Context: an optimization exercise on an open-source flow, tuned for small area, a short achievable clock period and few clock cycles per item. The choices shown serve that exercise and are no tape-out recipe. Only the layout flow was run in this run; the RTL was not checked for function there. Power and IR drop assume default switching activity.

## flow/flow/run.sh

```bash
#!/bin/bash
# Standard ORFS layout (the standard.sh), with plain buf_2 port buffers and a
# setup margin so that the repair steps size the logic for a shorter period.
set -euo pipefail
bash standard.sh "BUFFER_PORTS_ARGS=-buffer_cell sky130_fd_sc_hd__buf_2" SETUP_SLACK_MARGIN=8.5 finish > standard.log 2>&1
```

## flow/standard.sh

```bash
#!/bin/bash
# synth_recipe.tcl (not shown) runs the flow's synth.tcl, then flattens the netlist and writes it again
# the make line also repeats each setting of config.mk as NAME=value (left out here)
make -C /OpenROAD-flow-scripts/flow DESIGN_CONFIG=/design/flow/config.mk WORK_HOME=/design/flow/orfs CLKGATE_MAP_FILE= SYNTH_SCRIPT=/design/flow/synth_recipe.tcl "${@:-finish}"
```

## flow/config.mk

```make
export PLATFORM = sky130hd
export DESIGN_NAME = ALU_top
export DESIGN_NICKNAME = ALU_top
export VERILOG_FILES = /design/flow/design.v
export SDC_FILE = /design/flow/constraint.sdc
export NUM_CORES = 4
export LEC_CHECK = 0
export CAP_MARGIN = 20
export CORE_MARGIN = 2
export CORE_UTILIZATION = 40
export SLEW_MARGIN = 20
```

## flow/constraint.sdc

```tcl
create_clock -name core_clock -period 14.0 [get_ports {soc_clk}]
set_input_delay 2.8000 -clock core_clock [delete_from_list [all_inputs] [get_ports {soc_clk}]]
set_output_delay 2.8000 -clock core_clock [all_outputs]
set_load 0.01 [all_outputs]
```

## flow/design.v

```verilog
module ALU_top(
    input soc_clk,
    input reset,
    input [31:0] ALU_dat1,
    input [31:0] ALU_dat2,
    input [5:0] Instruction_from_CU,
    output ALU_overflow,
    output ALU_con_met,
    output ALU_zero,
    output ALU_err,
    output ALU_ready,
    output [31:0] ALU_out,
    output ALU_accept
);
    reg busy;
    always @(posedge soc_clk) begin
        if (reset) busy <= 1'b0;
        else       busy <= ~busy;
    end
    assign ALU_accept = ~busy;
    assign ALU_ready  = busy;
    assign ALU_err    = 1'b0;
    wire [31:0] a = ALU_dat1;
    wire [31:0] b = ALU_dat2;
    wire [5:0]  c = Instruction_from_CU;
    wire is_beq  = (c == 6'd4);
    wire is_bne  = (c == 6'd5);
    wire is_blt  = (c == 6'd6);
    wire is_bge  = (c == 6'd7);
    wire is_bltu = (c == 6'd8);
    wire is_bgeu = (c == 6'd9);
    wire is_add  = (c == 6'd18) | (c == 6'd27);
    wire is_sub  = (c == 6'd28);
    wire is_sll  = (c == 6'd24) | (c == 6'd29);
    wire is_srl  = (c == 6'd25) | (c == 6'd33);
    wire is_sra  = (c == 6'd26) | (c == 6'd34);
    wire is_slt  = (c == 6'd19) | (c == 6'd30);
    wire is_sltu = (c == 6'd20) | (c == 6'd31);
    wire is_xor  = (c == 6'd21) | (c == 6'd32);
    wire is_or   = (c == 6'd22) | (c == 6'd35);
    wire is_and  = (c == 6'd23) | (c == 6'd36);
    wire do_sub = is_sub | is_beq | is_bne | is_blt | is_bge | is_bltu | is_bgeu |
                  is_slt | is_sltu;
    wire [31:0] bx = b ^ {32{do_sub}};
    wire [31:0] p  = a ^ bx;
    wire [31:0] g  = a & bx;
    wire [31:0] G0 = {g[31:1], g[0] | (p[0] & do_sub)};
    wire [31:0] P0 = p;
    wire [31:0] G1, P1;
    assign G1[0] = G0[0];
    assign P1[0] = P0[0];
    assign G1[1] = G0[1] | (P0[1] & G0[0]);
    assign P1[1] = P0[1] & P0[0];
    assign G1[2] = G0[2] | (P0[2] & G0[1]);
    assign P1[2] = P0[2] & P0[1];
    assign G1[3] = G0[3] | (P0[3] & G0[2]);
    assign P1[3] = P0[3] & P0[2];
    assign G1[4] = G0[4] | (P0[4] & G0[3]);
    assign P1[4] = P0[4] & P0[3];
    assign G1[5] = G0[5] | (P0[5] & G0[4]);
    assign P1[5] = P0[5] & P0[4];
    assign G1[6] = G0[6] | (P0[6] & G0[5]);
    assign P1[6] = P0[6] & P0[5];
    assign G1[7] = G0[7] | (P0[7] & G0[6]);
    assign P1[7] = P0[7] & P0[6];
    assign G1[8] = G0[8] | (P0[8] & G0[7]);
    assign P1[8] = P0[8] & P0[7];
    assign G1[9] = G0[9] | (P0[9] & G0[8]);
    assign P1[9] = P0[9] & P0[8];
    assign G1[10] = G0[10] | (P0[10] & G0[9]);
    assign P1[10] = P0[10] & P0[9];
    assign G1[11] = G0[11] | (P0[11] & G0[10]);
    assign P1[11] = P0[11] & P0[10];
    assign G1[12] = G0[12] | (P0[12] & G0[11]);
    assign P1[12] = P0[12] & P0[11];
    assign G1[13] = G0[13] | (P0[13] & G0[12]);
    assign P1[13] = P0[13] & P0[12];
    assign G1[14] = G0[14] | (P0[14] & G0[13]);
    assign P1[14] = P0[14] & P0[13];
    assign G1[15] = G0[15] | (P0[15] & G0[14]);
    assign P1[15] = P0[15] & P0[14];
    assign G1[16] = G0[16] | (P0[16] & G0[15]);
    assign P1[16] = P0[16] & P0[15];
    assign G1[17] = G0[17] | (P0[17] & G0[16]);
    assign P1[17] = P0[17] & P0[16];
    assign G1[18] = G0[18] | (P0[18] & G0[17]);
    assign P1[18] = P0[18] & P0[17];
    assign G1[19] = G0[19] | (P0[19] & G0[18]);
    assign P1[19] = P0[19] & P0[18];
    assign G1[20] = G0[20] | (P0[20] & G0[19]);
    assign P1[20] = P0[20] & P0[19];
    assign G1[21] = G0[21] | (P0[21] & G0[20]);
    assign P1[21] = P0[21] & P0[20];
    assign G1[22] = G0[22] | (P0[22] & G0[21]);
    assign P1[22] = P0[22] & P0[21];
    assign G1[23] = G0[23] | (P0[23] & G0[22]);
    assign P1[23] = P0[23] & P0[22];
    assign G1[24] = G0[24] | (P0[24] & G0[23]);
    assign P1[24] = P0[24] & P0[23];
    assign G1[25] = G0[25] | (P0[25] & G0[24]);
    assign P1[25] = P0[25] & P0[24];
    assign G1[26] = G0[26] | (P0[26] & G0[25]);
    assign P1[26] = P0[26] & P0[25];
    assign G1[27] = G0[27] | (P0[27] & G0[26]);
    assign P1[27] = P0[27] & P0[26];
    assign G1[28] = G0[28] | (P0[28] & G0[27]);
    assign P1[28] = P0[28] & P0[27];
    assign G1[29] = G0[29] | (P0[29] & G0[28]);
    assign P1[29] = P0[29] & P0[28];
    assign G1[30] = G0[30] | (P0[30] & G0[29]);
    assign P1[30] = P0[30] & P0[29];
    assign G1[31] = G0[31] | (P0[31] & G0[30]);
    assign P1[31] = P0[31] & P0[30];
    wire [31:0] G2, P2;
    assign G2[0] = G1[0];
    assign P2[0] = P1[0];
    assign G2[1] = G1[1];
    assign P2[1] = P1[1];
    assign G2[2] = G1[2] | (P1[2] & G1[0]);
    assign P2[2] = P1[2] & P1[0];
    assign G2[3] = G1[3] | (P1[3] & G1[1]);
    assign P2[3] = P1[3] & P1[1];
    assign G2[4] = G1[4] | (P1[4] & G1[2]);
    assign P2[4] = P1[4] & P1[2];
    assign G2[5] = G1[5] | (P1[5] & G1[3]);
    assign P2[5] = P1[5] & P1[3];
    assign G2[6] = G1[6] | (P1[6] & G1[4]);
    assign P2[6] = P1[6] & P1[4];
    assign G2[7] = G1[7] | (P1[7] & G1[5]);
    assign P2[7] = P1[7] & P1[5];
    assign G2[8] = G1[8] | (P1[8] & G1[6]);
    assign P2[8] = P1[8] & P1[6];
    assign G2[9] = G1[9] | (P1[9] & G1[7]);
    assign P2[9] = P1[9] & P1[7];
    assign G2[10] = G1[10] | (P1[10] & G1[8]);
    assign P2[10] = P1[10] & P1[8];
    assign G2[11] = G1[11] | (P1[11] & G1[9]);
    assign P2[11] = P1[11] & P1[9];
    assign G2[12] = G1[12] | (P1[12] & G1[10]);
    assign P2[12] = P1[12] & P1[10];
    assign G2[13] = G1[13] | (P1[13] & G1[11]);
    assign P2[13] = P1[13] & P1[11];
    assign G2[14] = G1[14] | (P1[14] & G1[12]);
    assign P2[14] = P1[14] & P1[12];
    assign G2[15] = G1[15] | (P1[15] & G1[13]);
    assign P2[15] = P1[15] & P1[13];
    assign G2[16] = G1[16] | (P1[16] & G1[14]);
    assign P2[16] = P1[16] & P1[14];
    assign G2[17] = G1[17] | (P1[17] & G1[15]);
    assign P2[17] = P1[17] & P1[15];
    assign G2[18] = G1[18] | (P1[18] & G1[16]);
    assign P2[18] = P1[18] & P1[16];
    assign G2[19] = G1[19] | (P1[19] & G1[17]);
    assign P2[19] = P1[19] & P1[17];
    assign G2[20] = G1[20] | (P1[20] & G1[18]);
    assign P2[20] = P1[20] & P1[18];
    assign G2[21] = G1[21] | (P1[21] & G1[19]);
    assign P2[21] = P1[21] & P1[19];
    assign G2[22] = G1[22] | (P1[22] & G1[20]);
    assign P2[22] = P1[22] & P1[20];
    assign G2[23] = G1[23] | (P1[23] & G1[21]);
    assign P2[23] = P1[23] & P1[21];
    assign G2[24] = G1[24] | (P1[24] & G1[22]);
    assign P2[24] = P1[24] & P1[22];
    assign G2[25] = G1[25] | (P1[25] & G1[23]);
    assign P2[25] = P1[25] & P1[23];
    assign G2[26] = G1[26] | (P1[26] & G1[24]);
    assign P2[26] = P1[26] & P1[24];
    assign G2[27] = G1[27] | (P1[27] & G1[25]);
    assign P2[27] = P1[27] & P1[25];
    assign G2[28] = G1[28] | (P1[28] & G1[26]);
    assign P2[28] = P1[28] & P1[26];
    assign G2[29] = G1[29] | (P1[29] & G1[27]);
    assign P2[29] = P1[29] & P1[27];
    assign G2[30] = G1[30] | (P1[30] & G1[28]);
    assign P2[30] = P1[30] & P1[28];
    assign G2[31] = G1[31] | (P1[31] & G1[29]);
    assign P2[31] = P1[31] & P1[29];
    wire [31:0] G3, P3;
    assign G3[0] = G2[0];
    assign P3[0] = P2[0];
    assign G3[1] = G2[1];
    assign P3[1] = P2[1];
    assign G3[2] = G2[2];
    assign P3[2] = P2[2];
    assign G3[3] = G2[3];
    assign P3[3] = P2[3];
    assign G3[4] = G2[4] | (P2[4] & G2[0]);
    assign P3[4] = P2[4] & P2[0];
    assign G3[5] = G2[5] | (P2[5] & G2[1]);
    assign P3[5] = P2[5] & P2[1];
    assign G3[6] = G2[6] | (P2[6] & G2[2]);
    assign P3[6] = P2[6] & P2[2];
    assign G3[7] = G2[7] | (P2[7] & G2[3]);
    assign P3[7] = P2[7] & P2[3];
    assign G3[8] = G2[8] | (P2[8] & G2[4]);
    assign P3[8] = P2[8] & P2[4];
    assign G3[9] = G2[9] | (P2[9] & G2[5]);
    assign P3[9] = P2[9] & P2[5];
    assign G3[10] = G2[10] | (P2[10] & G2[6]);
    assign P3[10] = P2[10] & P2[6];
    assign G3[11] = G2[11] | (P2[11] & G2[7]);
    assign P3[11] = P2[11] & P2[7];
    assign G3[12] = G2[12] | (P2[12] & G2[8]);
    assign P3[12] = P2[12] & P2[8];
    assign G3[13] = G2[13] | (P2[13] & G2[9]);
    assign P3[13] = P2[13] & P2[9];
    assign G3[14] = G2[14] | (P2[14] & G2[10]);
    assign P3[14] = P2[14] & P2[10];
    assign G3[15] = G2[15] | (P2[15] & G2[11]);
    assign P3[15] = P2[15] & P2[11];
    assign G3[16] = G2[16] | (P2[16] & G2[12]);
    assign P3[16] = P2[16] & P2[12];
    assign G3[17] = G2[17] | (P2[17] & G2[13]);
    assign P3[17] = P2[17] & P2[13];
    assign G3[18] = G2[18] | (P2[18] & G2[14]);
    assign P3[18] = P2[18] & P2[14];
    assign G3[19] = G2[19] | (P2[19] & G2[15]);
    assign P3[19] = P2[19] & P2[15];
    assign G3[20] = G2[20] | (P2[20] & G2[16]);
    assign P3[20] = P2[20] & P2[16];
    assign G3[21] = G2[21] | (P2[21] & G2[17]);
    assign P3[21] = P2[21] & P2[17];
    assign G3[22] = G2[22] | (P2[22] & G2[18]);
    assign P3[22] = P2[22] & P2[18];
    assign G3[23] = G2[23] | (P2[23] & G2[19]);
    assign P3[23] = P2[23] & P2[19];
    assign G3[24] = G2[24] | (P2[24] & G2[20]);
    assign P3[24] = P2[24] & P2[20];
    assign G3[25] = G2[25] | (P2[25] & G2[21]);
    assign P3[25] = P2[25] & P2[21];
    assign G3[26] = G2[26] | (P2[26] & G2[22]);
    assign P3[26] = P2[26] & P2[22];
    assign G3[27] = G2[27] | (P2[27] & G2[23]);
    assign P3[27] = P2[27] & P2[23];
    assign G3[28] = G2[28] | (P2[28] & G2[24]);
    assign P3[28] = P2[28] & P2[24];
    assign G3[29] = G2[29] | (P2[29] & G2[25]);
    assign P3[29] = P2[29] & P2[25];
    assign G3[30] = G2[30] | (P2[30] & G2[26]);
    assign P3[30] = P2[30] & P2[26];
    assign G3[31] = G2[31] | (P2[31] & G2[27]);
    assign P3[31] = P2[31] & P2[27];
    wire [31:0] G4, P4;
    assign G4[0] = G3[0];
    assign P4[0] = P3[0];
    assign G4[1] = G3[1];
    assign P4[1] = P3[1];
    assign G4[2] = G3[2];
    assign P4[2] = P3[2];
    assign G4[3] = G3[3];
    assign P4[3] = P3[3];
    assign G4[4] = G3[4];
    assign P4[4] = P3[4];
    assign G4[5] = G3[5];
    assign P4[5] = P3[5];
    assign G4[6] = G3[6];
    assign P4[6] = P3[6];
    assign G4[7] = G3[7];
    assign P4[7] = P3[7];
    assign G4[8] = G3[8] | (P3[8] & G3[0]);
    assign P4[8] = P3[8] & P3[0];
    assign G4[9] = G3[9] | (P3[9] & G3[1]);
    assign P4[9] = P3[9] & P3[1];
    assign G4[10] = G3[10] | (P3[10] & G3[2]);
    assign P4[10] = P3[10] & P3[2];
    assign G4[11] = G3[11] | (P3[11] & G3[3]);
    assign P4[11] = P3[11] & P3[3];
    assign G4[12] = G3[12] | (P3[12] & G3[4]);
    assign P4[12] = P3[12] & P3[4];
    assign G4[13] = G3[13] | (P3[13] & G3[5]);
    assign P4[13] = P3[13] & P3[5];
    assign G4[14] = G3[14] | (P3[14] & G3[6]);
    assign P4[14] = P3[14] & P3[6];
    assign G4[15] = G3[15] | (P3[15] & G3[7]);
    assign P4[15] = P3[15] & P3[7];
    assign G4[16] = G3[16] | (P3[16] & G3[8]);
    assign P4[16] = P3[16] & P3[8];
    assign G4[17] = G3[17] | (P3[17] & G3[9]);
    assign P4[17] = P3[17] & P3[9];
    assign G4[18] = G3[18] | (P3[18] & G3[10]);
    assign P4[18] = P3[18] & P3[10];
    assign G4[19] = G3[19] | (P3[19] & G3[11]);
    assign P4[19] = P3[19] & P3[11];
    assign G4[20] = G3[20] | (P3[20] & G3[12]);
    assign P4[20] = P3[20] & P3[12];
    assign G4[21] = G3[21] | (P3[21] & G3[13]);
    assign P4[21] = P3[21] & P3[13];
    assign G4[22] = G3[22] | (P3[22] & G3[14]);
    assign P4[22] = P3[22] & P3[14];
    assign G4[23] = G3[23] | (P3[23] & G3[15]);
    assign P4[23] = P3[23] & P3[15];
    assign G4[24] = G3[24] | (P3[24] & G3[16]);
    assign P4[24] = P3[24] & P3[16];
    assign G4[25] = G3[25] | (P3[25] & G3[17]);
    assign P4[25] = P3[25] & P3[17];
    assign G4[26] = G3[26] | (P3[26] & G3[18]);
    assign P4[26] = P3[26] & P3[18];
    assign G4[27] = G3[27] | (P3[27] & G3[19]);
    assign P4[27] = P3[27] & P3[19];
    assign G4[28] = G3[28] | (P3[28] & G3[20]);
    assign P4[28] = P3[28] & P3[20];
    assign G4[29] = G3[29] | (P3[29] & G3[21]);
    assign P4[29] = P3[29] & P3[21];
    assign G4[30] = G3[30] | (P3[30] & G3[22]);
    assign P4[30] = P3[30] & P3[22];
    assign G4[31] = G3[31] | (P3[31] & G3[23]);
    assign P4[31] = P3[31] & P3[23];
    wire [31:0] G5, P5;
    assign G5[0] = G4[0];
    assign P5[0] = P4[0];
    assign G5[1] = G4[1];
    assign P5[1] = P4[1];
    assign G5[2] = G4[2];
    assign P5[2] = P4[2];
    assign G5[3] = G4[3];
    assign P5[3] = P4[3];
    assign G5[4] = G4[4];
    assign P5[4] = P4[4];
    assign G5[5] = G4[5];
    assign P5[5] = P4[5];
    assign G5[6] = G4[6];
    assign P5[6] = P4[6];
    assign G5[7] = G4[7];
    assign P5[7] = P4[7];
    assign G5[8] = G4[8];
    assign P5[8] = P4[8];
    assign G5[9] = G4[9];
    assign P5[9] = P4[9];
    assign G5[10] = G4[10];
    assign P5[10] = P4[10];
    assign G5[11] = G4[11];
    assign P5[11] = P4[11];
    assign G5[12] = G4[12];
    assign P5[12] = P4[12];
    assign G5[13] = G4[13];
    assign P5[13] = P4[13];
    assign G5[14] = G4[14];
    assign P5[14] = P4[14];
    assign G5[15] = G4[15];
    assign P5[15] = P4[15];
    assign G5[16] = G4[16] | (P4[16] & G4[0]);
    assign P5[16] = P4[16] & P4[0];
    assign G5[17] = G4[17] | (P4[17] & G4[1]);
    assign P5[17] = P4[17] & P4[1];
    assign G5[18] = G4[18] | (P4[18] & G4[2]);
    assign P5[18] = P4[18] & P4[2];
    assign G5[19] = G4[19] | (P4[19] & G4[3]);
    assign P5[19] = P4[19] & P4[3];
    assign G5[20] = G4[20] | (P4[20] & G4[4]);
    assign P5[20] = P4[20] & P4[4];
    assign G5[21] = G4[21] | (P4[21] & G4[5]);
    assign P5[21] = P4[21] & P4[5];
    assign G5[22] = G4[22] | (P4[22] & G4[6]);
    assign P5[22] = P4[22] & P4[6];
    assign G5[23] = G4[23] | (P4[23] & G4[7]);
    assign P5[23] = P4[23] & P4[7];
    assign G5[24] = G4[24] | (P4[24] & G4[8]);
    assign P5[24] = P4[24] & P4[8];
    assign G5[25] = G4[25] | (P4[25] & G4[9]);
    assign P5[25] = P4[25] & P4[9];
    assign G5[26] = G4[26] | (P4[26] & G4[10]);
    assign P5[26] = P4[26] & P4[10];
    assign G5[27] = G4[27] | (P4[27] & G4[11]);
    assign P5[27] = P4[27] & P4[11];
    assign G5[28] = G4[28] | (P4[28] & G4[12]);
    assign P5[28] = P4[28] & P4[12];
    assign G5[29] = G4[29] | (P4[29] & G4[13]);
    assign P5[29] = P4[29] & P4[13];
    assign G5[30] = G4[30] | (P4[30] & G4[14]);
    assign P5[30] = P4[30] & P4[14];
    assign G5[31] = G4[31] | (P4[31] & G4[15]);
    assign P5[31] = P4[31] & P4[15];
    wire [31:0] cg = G5;    
    wire        pall = P5[31];    
    wire [31:0] sum = p ^ {cg[30:0], do_sub};
    wire ltu = ~cg[31];                            
    wire lts = (a[31] ^ b[31]) ? a[31] : sum[31];  
    wire eq  = pall;                               
    wire ovf = (a[31] == bx[31]) & (sum[31] != a[31]);
    wire [31:0] a_rev;
    wire [31:0] sh_r, sh_rev;
    genvar gi;
    generate
        for (gi = 0; gi < 32; gi = gi + 1) begin : REV
            assign a_rev[gi]  = a[31-gi];
            assign sh_rev[gi] = sh_r[31-gi];
        end
    endgenerate
    wire [31:0] sh_in = is_sll ? a_rev : a;
    wire        fill  = is_sra & a[31];
    wire [31:0] r0 = b[0] ? {fill, sh_in[31:1]} : sh_in;
    wire [31:0] r1 = b[1] ? {{2{fill}}, r0[31:2]} : r0;
    wire [31:0] r2 = b[2] ? {{4{fill}}, r1[31:4]} : r1;
    wire [31:0] r3 = b[3] ? {{8{fill}}, r2[31:8]} : r2;
    assign sh_r = b[4] ? {{16{fill}}, r3[31:16]} : r3;
    wire [31:0] res =
        ({32{is_add | is_sub}} & sum) |
        ({32{is_sll}} & sh_rev) |
        ({32{is_srl | is_sra}} & sh_r) |
        ({32{is_xor | is_or}} & p) |
        ({32{is_and | is_or}} & g) |
        {31'd0, (is_slt & lts) | (is_sltu & ltu)};
    wire cm = (is_beq & eq) | (is_bne & ~eq) | (is_blt & lts) | (is_bge & ~lts) |
              (is_bltu & ltu) | (is_bgeu & ~ltu);
    reg [31:0] out_r;
    reg        ovf_r, cm_r;
    always @(posedge soc_clk) begin
        out_r <= res;
        ovf_r <= (is_add | is_sub) & ovf;
        cm_r  <= cm;
    end
    assign ALU_out      = out_r;
    assign ALU_overflow = ovf_r;
    assign ALU_con_met  = cm_r;
    assign ALU_zero     = ~|out_r;
endmodule
```

==> summary.txt <==
## repair_timing
action,4_1_cts,5_1_grt
hold endpoints to repair,0,0
resized for setup,100,31
buffers inserted,45,5
pin swaps,39,21
setup endpoints to repair,34,34
gates cloned,5,0
## final timing paths
check	from	end	slack [ns]	depth (start not counted)
setup / recovery	Instruction_from_CU[3]	out_r[27]	7.81	17
hold reg to reg	busy	busy	0.42	1
setup reg to reg	busy	busy	13.52	1
hold / removal	busy	busy	0.42	1
## flip-flops by register name (all words and copies together) (netlist names)
signal	cells
cm_r	1
busy	1
out_r	32
ovf_r	1
## cell type report
type | instances | area [um^2]
fill | 1529 | 7330
multi-input combinational | 715 | 6120
timing repair buffer | 169 | 1230
sequential | 35 | 701
tap | 216 | 270
clock buffer | 5 | 125
inverter | 24 | 91.3
clock inverter | 3 | 20.0
## stage by stage
step                      instances  setup slack (ns)  hold slack [ns]  area, um^2  util, %
after floorplan                 840              7.88            0.454        6740        -
after global placement         1104              6.84            0.414        7270     45.8
after detailed placement       1104              6.76            0.419        7270     45.8
after CTS                      1162              7.86            0.427        8390     52.8
after global routing           1167              7.71            0.442        8560     53.9
final                          1167              7.81            0.422        8560     53.9
## power breakdown
group          internal [uW]  switching [uW]
clock                   65.6            48.2
combinational            187             260
sequential               111            6.02
## per-layer routing
| layer | GRT usage, % | routed length, um |
|---|---|---|
| met1 | 46.8 | 12000 |
| met4 | 15.3 | 1630 |
| met5 | 0 | 0 |
| met2 | 51.7 | 12900 |
| met3 | 6.21 | 3470 |
## cells by family after synthesis
family / after synthesis / share of synthesized area (%)
AND/OR/NAND/NOR: 263 / 19.4
buffers and inverters: 91 / 5.62
XOR/XNOR: 51 / 6.88
other: 1 / 0.0577
flip-flops: 35 / 10.8
AO/OA/AOI/OAI: 290 / 30.6
adder cells (fa/ha/maj): 38 / 7.44
multiplexers: 71 / 19.2
## cell usage after synthesis, drive strengths merged, types with 10 or more instances
library cell / count
xor2: 10
a211oi: 11
nor4: 14
nor3: 20
nand3: 18
mux4: 42
o221ai: 10
mux2i: 23
a21o: 17
nand2: 85
nor2: 64
dfxtp: 35
xnor2: 41
o211ai: 13
o21ai: 54
a21oi: 71
a221oi: 13
clkbuf: 58
ha: 37
a22oi: 24
inv: 23
nand4: 13
a221o: 11
==> impl_results.html <==
<table>
<tr><th>Metric</th><th>Value</th></tr>
<tr><th colspan="2">Worst setup path</th></tr>
<tr><td>Crit path largest cell delay</td><td>approximately 0.53 ns</td></tr>
<tr><td>Most Frequent Cell on Critical Path</td><td>sky130_fd_sc_hd__buf_12</td></tr>
<tr><td>Worst path buffer plus inverter count</td><td>3</td></tr>
<tr><td>Startpoint class of the critical path</td><td>input port</td></tr>
<tr><td>Critical path capture point type</td><td>flop</td></tr>
<tr><td>Worst path cell trace</td><td>buf_12, or3b_4, a21boi_4, o311ai_4, buf_12, buf_16, xnor2_4, ha_4, a211oi_2, nor2_1, nor4_2, nor3_1, a211o_1, or4_4, a41oi_2, xor2_1, o2111ai_1</td></tr>
<tr><td>Maximum net fanout on the critical path</td><td>5</td></tr>
<tr><td>Required time of the critical path</td><td>14.14 ns</td></tr>
<tr><td>Family with the most delay on the worst path</td><td>simple AND/OR/NAND/NOR gates</td></tr>
<tr><td>Slowest library cell on the worst path</td><td>sky130_fd_sc_hd__or4_4</td></tr>
<tr><td>Category of the critical setup timing path</td><td>input port to flop</td></tr>
<tr><td>Data arrival time of the worst path</td><td>6.33 ns</td></tr>
<tr><th colspan="2">Power</th></tr>
<tr><td>Total power of the final layout</td><td>a little under 700 uW</td></tr>
<tr><td>Power density normalized to cell area</td><td>79.2 nW/um^2</td></tr>
<tr><td>Maximum VDD drop</td><td>roughly 0.047 mV</td></tr>
<tr><td>P_leak</td><td>0.00346 uW</td></tr>
<tr><th colspan="2">Synth</th></tr>
<tr><td>Fraction of synthesized cell area taken by the top area cell type</td><td>14.6%</td></tr>
<tr><td>Most used flip-flop cell after synthesis</td><td>sky130_fd_sc_hd__dfxtp_1</td></tr>
<tr><td>Per-instance average area after synthesis</td><td>around 7.7 um^2</td></tr>
<tr><td>Top post-synthesis cells by area</td><td>sky130_fd_sc_hd__mux4_2, sky130_fd_sc_hd__dfxtp_1, sky130_fd_sc_hd__ha_1</td></tr>
<tr><td>Library cell occupying the most area in the post-synthesis netlist</td><td>sky130_fd_sc_hd__mux4_2</td></tr>
<tr><td>Number of enable flip-flop cells after synthesis</td><td>0</td></tr>
<tr><td>Register area share after synthesis</td><td>between 10 and 15%</td></tr>
<tr><td>Number of distinct library cells after synthesis</td><td>74</td></tr>
<tr><td>Post-Synthesis Net Count</td><td>950</td></tr>
<tr><td>Cell count after synthesis</td><td>840</td></tr>
<tr><td>Number of storage elements in the synthesis netlist</td><td>35</td></tr>
<tr><td>Number of warnings printed during yosys synthesis</td><td>1</td></tr>
<tr><td>Synthesized cell area</td><td>6490 um^2</td></tr>
<tr><td>Proportion of register bits with asynchronous set or reset after synthesis</td><td>0%</td></tr>
<tr><th colspan="2">STA</th></tr>
<tr><td>Summed negative setup slack over all endpoints</td><td>0 ns</td></tr>
<tr><td>Min cycle time layout</td><td>about 6.2 ns</td></tr>
<tr><td>RSZ-0062 raised after global routing</td><td>yes</td></tr>
<tr><td>Maximum clock frequency</td><td>between 150 and 200 MHz</td></tr>
<tr><td>Max Clock Skew</td><td>0 ns</td></tr>
<tr><td>Actual slew at the worst max-slew pin</td><td>approximately 0.92 ns</td></tr>
<tr><td>Portion of the clock cycle consumed by the worst path in the final layout</td><td>approximately 44%</td></tr>
<tr><td>Hold violation count in the final report</td><td>0</td></tr>
<tr><td>Number of max-slew violations in the final report</td><td>0</td></tr>
<tr><td>Setup violations, final</td><td>0</td></tr>
<tr><td>Relative slew slack</td><td>between 30% and 40%</td></tr>
<tr><th colspan="2">Global routing</th></tr>
<tr><td>First-pass GRT wire length</td><td>between 40000 and 50000 um</td></tr>
<tr><td>Via count of the first global-routing pass</td><td>7395</td></tr>
<tr><td>Overall overflow remaining after global route</td><td>0</td></tr>
<tr><td>Largest net degree at the start of global routing</td><td>38</td></tr>
<tr><td>Initial antenna violation count</td><td>0</td></tr>
<tr><td>Overall global routing resource usage</td><td>34.0%</td></tr>
<tr><th colspan="2">Route</th></tr>
<tr><td>Vias per cell</td><td>6.81</td></tr>
<tr><td>Routed wire length per instance</td><td>between 20 and 30 um</td></tr>
<tr><td>Count of unresolved DRC violations after routing</td><td>0</td></tr>
<tr><td>Detailed Route WL</td><td>around 30000 um</td></tr>
<tr><td>Iteration-0 DRC count of the detailed router</td><td>approximately 950</td></tr>
<tr><td>Number of iterations in the first detailed-routing pass</td><td>6</td></tr>
<tr><td>Routed via count</td><td>around 7900</td></tr>
<tr><td>ANT nets after route</td><td>0</td></tr>
<tr><th colspan="2">Place</th></tr>
<tr><td>HPWL after detailed placement</td><td>approximately 22000 um</td></tr>
<tr><td>Routability Congestion</td><td>around 1.0</td></tr>
<tr><td>Number of port buffers</td><td>between 100 and 150</td></tr>
<tr><th colspan="2">Floorplan</th></tr>
<tr><td>DIE WIDTH</td><td>approximately 130 um</td></tr>
<tr><td>Effective utilization at floorplan</td><td>between 40% and 50%</td></tr>
<tr><td>Chip height</td><td>about 130 um</td></tr>
<tr><td>Die area</td><td>17300 um^2</td></tr>
<tr><td>Area inside the core boundary</td><td>between 15000 and 20000 um^2</td></tr>
<tr><td>Boundary Pins</td><td>110</td></tr>
<tr><td>Std cell rows</td><td>between 40 and 50</td></tr>
<tr><th colspan="2">Clock network</th></tr>
<tr><td>Post-CTS clock slew at the launch and capture registers of the worst setup and hold paths</td><td>~0.060 ns</td></tr>
<tr><td>Number of hold buffers added after cts</td><td>0</td></tr>
<tr><td>Clock Tree Root</td><td>sky130_fd_sc_hd__clkbuf_16</td></tr>
<tr><td>CTS tree</td><td>built</td></tr>
<tr><td>Number of H-tree levels</td><td>2</td></tr>
<tr><td>Worst-skew pair later-pin latency</td><td>between 0.2 and 0.3 ns</td></tr>
<tr><td>Number of buffers created by CTS</td><td>5</td></tr>
<tr><td>CTS Buffer Depth</td><td>2</td></tr>
<tr><td>Num Clock Sinks</td><td>35</td></tr>
<tr><th colspan="2">Finish</th></tr>
<tr><td>Diodes inserted</td><td>0</td></tr>
<tr><td>Nets</td><td>roughly 1100</td></tr>
<tr><td>Leading cell types in the layout, fill and taps excluded</td><td>sky130_fd_sc_hd__buf_2, sky130_fd_sc_hd__nand2_1, sky130_fd_sc_hd__nor2_1</td></tr>
<tr><td>Most common cell after layout, fill and taps aside</td><td>sky130_fd_sc_hd__buf_2</td></tr>
<tr><td>Share of post-route cells with drive strength above 1</td><td>35.4%</td></tr>
<tr><td>Synth-to-Final Area Change</td><td>31.8%</td></tr>
<tr><th colspan="2">Run status</th></tr>
<tr><td>Outcome</td><td>finished clean</td></tr>
<tr><th colspan="2">Worst hold path</th></tr>
<tr><td>Min-Delay Path Class</td><td>flop to flop</td></tr>
<tr><th colspan="2">Flow run</th></tr>
<tr><td>Number of max-cap violations</td><td>0</td></tr>
</table>

==> separate check: timing with driven ports <==
How much do the figures lean on ideal ports? The routed layout below was timed once more, with nothing changed but the port constraints. Step 1 assumes that a clkbuf_16 drives the clock port and a buf_2 every other input. Step 2 also shifts input and output timing later by t, the mid clock arrival at the registers, as if the neighbouring blocks saw the same clock. a / b / c = ideal / step 1 / step 2; a / b = the first two.
t, ns: 0.331
slack for setup (ns): 7.809 / 7.801 / 7.471
hold WS [ns]: 0.422 / 0.422 / 0.422
latest minus earliest clock arrival (ns): 0.012 / 0.011
worst register clock-pin slew, ns: 0.07 / 0.07
After both steps setup and hold are still met in this run. The setup slack of this run moves by -0.008 ns with the drivers and by -0.338 ns with both steps.
